Source: an optimization exercise on an open RTL-to-GDS flow (aim: small area and a short achievable clock period). Production flows keep margins and buffers that such runs may drop. The RTL was checked by simulation tests, not by an equivalence proof against the original design. Power and IR drop assume default switching activity.

job 3259:
==> flow/design.v (excerpt) <==
module cpu( clk, rst_n, hlt, pc, imem_data, dmem_addr, dmem_wdata, dmem_we, dmem_rdata);
    input clk, rst_n;
    output hlt;
    output [15:0] pc;
    input [15:0] imem_data;
    output [15:0] dmem_addr, dmem_wdata;
    output dmem_we;
    input [15:0] dmem_rdata;
    wire [15:0] inst = imem_data;
    wire [3:0] op = inst[15:12];
    wire rst = ~rst_n;
    wire op_add  = (op == 4'h0);
    wire op_sub  = (op == 4'h1);
    wire op_xor  = (op == 4'h2);
    wire op_red  = (op == 4'h3);
    wire op_sll  = (op == 4'h4);
    wire op_sra  = (op == 4'h5);
    wire op_ror  = (op == 4'h6);
    wire op_padd = (op == 4'h7);
    wire op_lw   = (op == 4'h8);
    wire op_sw   = (op == 4'h9);
    wire op_llb  = (op == 4'hA);
    wire op_lhb  = (op == 4'hB);
    wire op_b    = (op == 4'hC);
    wire op_br   = (op == 4'hD);
    wire op_pcs  = (op == 4'hE);
    wire op_hlt  = (op == 4'hF);
    wire op_mem  = op_lw | op_sw;
    wire op_sh   = op_sll | op_sra | op_ror;
    reg [15:0] pc_r;
    reg [2:0] flags_r;    
    reg [255:0] rf;
    wire m2 = op_sw | op_llb | op_lhb;
    wire [15:0] rs, rtr;
    wire [15:0] sel1, sel2;
    genvar d;
    generate for (d = 0; d < 16; d = d + 1) begin : dec
        assign sel1[d] = (inst[7:4] == d);
        assign sel2[d] = m2 ? (inst[11:8] == d) : (inst[3:0] == d);
    end endgenerate
    rdport RP1 (.rf(rf), .sel(sel1), .q(rs));
    rdport RP2 (.rf(rf), .sel(sel2), .q(rtr));
    wire [15:0] rd;
    wire [2:0] flags;
    alu ALU0 (.inst(inst), .rs(rs), .rtr(rtr), .flags_r(flags_r), .rd(rd), .flags(flags));
    wire [15:0] ci, cb;
    wire [14:0] pn, pb;
    assign ci[0] = 1'b1;
    assign cb[0] = 1'b1;
    genvar g;
    generate for (g = 0; g < 15; g = g + 1) begin : pcadd
        wire bb = inst[g < 9 ? g : 8];
        assign pn[g] = pc_r[g+1] ^ ci[g];
  ...
Settings: LEC_CHECK=0, CAP_MARGIN=20, CORE_MARGIN=2, CORE_UTILIZATION=55, CTS_CLUSTER_DIAMETER=80, CTS_CLUSTER_SIZE=22, PLACE_DENSITY=0.7, SLEW_MARGIN=20, SYNTH_HIERARCHICAL=1; clock period 22.0 ns.
standard.sh (not shown) runs the stock make flow with config.mk's settings and CLKGATE_MAP_FILE= SYNTH_SCRIPT=/design/flow/synth_recipe.tcl, a recipe that flattens the netlist after the stock synthesis.
==> flow/flow/run.sh <==
#!/bin/bash
# The standard layout (standard.sh) with two changes:
#  - synthesis is ORFS's synth.tcl and synth_recipe.tcl unchanged except for the one ABC call,
#    which maps each module with its own ABC script: alu with $W/flow/abc_area2.script, rdport with $S/abc_speed.script,
#    cpu with $W/flow/abc_area2.script (scripts named flow/... are in this folder, the others are ORFS's);
#  - the port buffers are buf_2 cells;
#  - repair_timing aims for 8 ns of setup slack (SETUP_SLACK_MARGIN=8).
# make's output goes to standard.log; ORFS keeps each step's log under orfs/logs/.
set -euo pipefail
W=$(pwd)
S=$FLOW_HOME/scripts
ALU=$W/flow/abc_area2.script; RDP=$S/abc_speed.script; CPU=$W/flow/abc_area2.script
sed 's|^  log_cmd abc {\*}\$abc_args$|  log_cmd abc {*}[lreplace $abc_args 1 1 '"$ALU"'] alu\n  log_cmd abc {*}[lreplace $abc_args 1 1 '"$RDP"'] rdport\n  log_cmd abc {*}[lreplace $abc_args 1 1 '"$CPU"'] cpu|' \
  "$S/synth.tcl" > "$W/flow_synth.tcl"
grep -q "lreplace .abc_args 1 1 $CPU. cpu" "$W/flow_synth.tcl"
sed "s|source \$::env(SCRIPTS_DIR)/synth.tcl|source $W/flow_synth.tcl|" "$W/synth_recipe.tcl" > "$W/flow_synth_recipe.tcl"
grep -q "source $W/flow_synth.tcl" "$W/flow_synth_recipe.tcl"
sed "s|SYNTH_SCRIPT=[^ ]*|SYNTH_SCRIPT=$W/flow_synth_recipe.tcl|" "$W/standard.sh" > "$W/standard_mix.sh"
grep -q "SYNTH_SCRIPT=$W/flow_synth_recipe.tcl" "$W/standard_mix.sh"
export SETUP_SLACK_MARGIN=8
export BUFFER_PORTS_ARGS="-buffer_cell sky130_fd_sc_hd__buf_2"
bash "$W/standard_mix.sh" > standard.log 2>&1
==> flow/flow/abc_area2.script <==
strash
&get -n
&dch -f
&nf -R 1000
&put
topo
stime -c
buffer -c
upsize -c
dnsize -c
Job 3259 was carried through to the last stage, and its layout satisfied the timing, DRC and antenna checks.
Modified inputs, job 3351 compared to job 3259
# job 3259
export LEC_CHECK = 0
export CAP_MARGIN = 20
export CORE_MARGIN = 2
export CORE_UTILIZATION = 55
export CTS_CLUSTER_DIAMETER = 80
export CTS_CLUSTER_SIZE = 22
export PLACE_DENSITY = 0.7
export SLEW_MARGIN = 20
export SYNTH_HIERARCHICAL = 1
create_clock -name core_clock -period 22.0 [get_ports {clk}]
# job 3351
export LEC_CHECK = 0
export CAP_MARGIN = 20
export CORE_MARGIN = 2
export CORE_UTILIZATION = 40
export CTS_CLUSTER_DIAMETER = 80
export CTS_CLUSTER_SIZE = 22
export PLACE_DENSITY = 0.6
export SLEW_MARGIN = 20
export SYNTH_HIERARCHICAL = 1
create_clock -name core_clock -period 22.0 [get_ports {clk}]
--- a/flow/flow/run.sh
+++ b/flow/flow/run.sh
@@ -5,5 +5,6 @@
 #    cpu with $W/flow/abc_area2.script (scripts named flow/... are in this folder, the others are ORFS's);
 #  - the port buffers are buf_2 cells;
-#  - repair_timing aims for 8 ns of setup slack (SETUP_SLACK_MARGIN=8).
+#  - repair_timing aims for 8 ns of setup slack (SETUP_SLACK_MARGIN=8);
+#  - no ADDER_MAP_FILE: ABC maps the adders along with the rest of the logic.
 # make's output goes to standard.log; ORFS keeps each step's log under orfs/logs/.
 set -euo pipefail
@@ -19,4 +20,5 @@
 grep -q "SYNTH_SCRIPT=$W/flow_synth_recipe.tcl" "$W/standard_mix.sh"
 export SETUP_SLACK_MARGIN=8
+export ADDER_MAP_FILE=
 export BUFFER_PORTS_ARGS="-buffer_cell sky130_fd_sc_hd__buf_2"
 bash "$W/standard_mix.sh" > standard.log 2>&1
[summary]
- Job 3351 has completed all stages; timing, DRC and antenna checks passed.
- Every stage of the flow completed for job 3259, and the final layout passed the timing, DRC and antenna checks.
- Setup slack after layout is higher on job 3351
- Total wire length after detailed routing is lower on job 3351
- Taking job 3351 over job 3259, the number of post-CTS setup repair buffers ratio works out to 0.67.
Inputs modified between job 3351 and job 1909:
--- a/flow/flow/run.sh
+++ b/flow/flow/run.sh
@@ -1,6 +1,6 @@
 #!/bin/bash
-# The standard layout (standard.sh) with two changes:
+# The standard layout (standard.sh) with these changes:
 #  - synthesis is ORFS's synth.tcl and synth_recipe.tcl unchanged except for the one ABC call,
-#    which maps each module with its own ABC script: alu with $W/flow/abc_area2.script, rdport with $S/abc_speed.script,
+#    which maps each module with its own ABC script: alu with $W/flow/abc_area2.script, rdport with $W/flow/abc_map.script,
 #    cpu with $W/flow/abc_area2.script (scripts named flow/... are in this folder, the others are ORFS's);
 #  - the port buffers are buf_2 cells;
@@ -11,5 +11,5 @@
 W=$(pwd)
 S=$FLOW_HOME/scripts
-ALU=$W/flow/abc_area2.script; RDP=$S/abc_speed.script; CPU=$W/flow/abc_area2.script
+ALU=$W/flow/abc_area2.script; RDP=$W/flow/abc_map.script; CPU=$W/flow/abc_area2.script
 sed 's|^  log_cmd abc {\*}\$abc_args$|  log_cmd abc {*}[lreplace $abc_args 1 1 '"$ALU"'] alu\n  log_cmd abc {*}[lreplace $abc_args 1 1 '"$RDP"'] rdport\n  log_cmd abc {*}[lreplace $abc_args 1 1 '"$CPU"'] cpu|' \
   "$S/synth.tcl" > "$W/flow_synth.tcl"
==> flow/flow/abc_map.script (new file) <==
strash
&get -n
&dch -f
&nf -R 1000
&put
topo
stime -c
## What came out
- Summary of job 1909 over job 3351: cell count climbed about 6%, total power now larger, routed length on met1 now sits at about the same level, proportion of synthesized chip area in sequential cells increased 1.2 points.
- Summary — setup slack, job 1909 relative to job 3351: lower, by 0.60 ns.
- Between job 1909 and job 3351, the global-route usage is lower for job 3351.
- On effective utilization at floorplan, job 3351 tracks job 1909 almost exactly.
- Compared to job 3351, job 1909 has cell area about 10% higher.

quartz:
Another version of the RTL of cpu (not shown whole).
Size in the first run: ~2900 cells after synthesis, about 280 flip-flops, about 21000 um2 of cells after synthesis.
Settings: LEC_CHECK=0, ABC_AREA=1, CAP_MARGIN=20, CORE_MARGIN=2, CORE_UTILIZATION=40, PLACE_DENSITY=0.6, SETUP_SLACK_MARGIN=5, SLEW_MARGIN=20, SYNTH_HIERARCHICAL=1; clock period 22.0 ns.
run.sh (not shown) runs the stock make flow with config.mk's settings and CLKGATE_MAP_FILE= SYNTH_SCRIPT=/design/flow/synth_recipe.tcl, a recipe that flattens the netlist after the stock synthesis.
Stock flow here: none of the scripts above is used.
Inputs modified between quartz and juniper:
Settings: ABC_AREA no longer set, was 1.
--- outcome ---
- In the flow results for quartz and juniper, the mux cell area share after synthesis is smaller on quartz.
- Worst slew margin relative to its limit sits lower in juniper than in quartz.
- The sequential share of layout area of juniper exceeds that of quartz by 2.6 points.
- What quartz reported for die area has to be multiplied by 0.914 to get the figure for juniper.
- Between quartz and juniper, the post-route worst setup slack is higher for quartz.
- The area of the core of juniper was superior to that of quartz.
- Measured against quartz, the number of clock buffers in the layout of juniper comes out at 0.900 times the reference value.
- The commonest non-fill, non-tap cell in the layout comes out sky130_fd_sc_hd__edfxtp_1 in one run and sky130_fd_sc_hd__nand2_1 in the other, namely in juniper and quartz respectively.
- Against quartz as the reference, juniper delivers a higher number of setup buffers added after CTS.

[static timing again, ports no longer ideal]
Ports are ideal in the flow. The routed layouts listed here were re-timed in OpenROAD. Step 1 (the two cells are an assumption about what drives the block):
set clk [get_ports {clk}]
set_driving_cell -lib_cell sky130_fd_sc_hd__clkbuf_16 $clk
set_driving_cell -lib_cell sky130_fd_sc_hd__buf_2 [delete_from_list [all_inputs] $clk]
Step 2 also shifts input and output timing later by t, the mid clock arrival at the registers, as if the neighbouring blocks saw the same clock. a / b / c = no drivers / after step 1 / after step 2; a / b = the first two.
run | shift t [ns] | setup slack, ns | worst setup path at the end | latest minus earliest clock arrival (ns) | worst data-port slew with drivers (ns)
job 3259 | 0.573 | 8.017 / 7.983 / 7.983 | input to output | 0.045 / 0.044 | 0.05
job 3351 | 0.556 | 8.249 / 8.211 / 8.211 | input to output | 0.018 / 0.019 | 0.04
job 1909 | 0.601 | 7.653 / 7.599 / 7.502 | input to register | 0.039 / 0.039 | 0.07
quartz | 0.615 | 5.678 / 5.655 / 5.655 | input to output | 0.027 / 0.027 | 0.08
juniper | 0.624 | 5.394 / 5.367 / 5.367 | input to output | 0.029 / 0.028 | 0.05
After both steps setup and hold are still met in every run listed. For job 1909, which loses most, drivers alone change the setup slack by -0.054 ns; drivers and shift together by -0.151 ns.
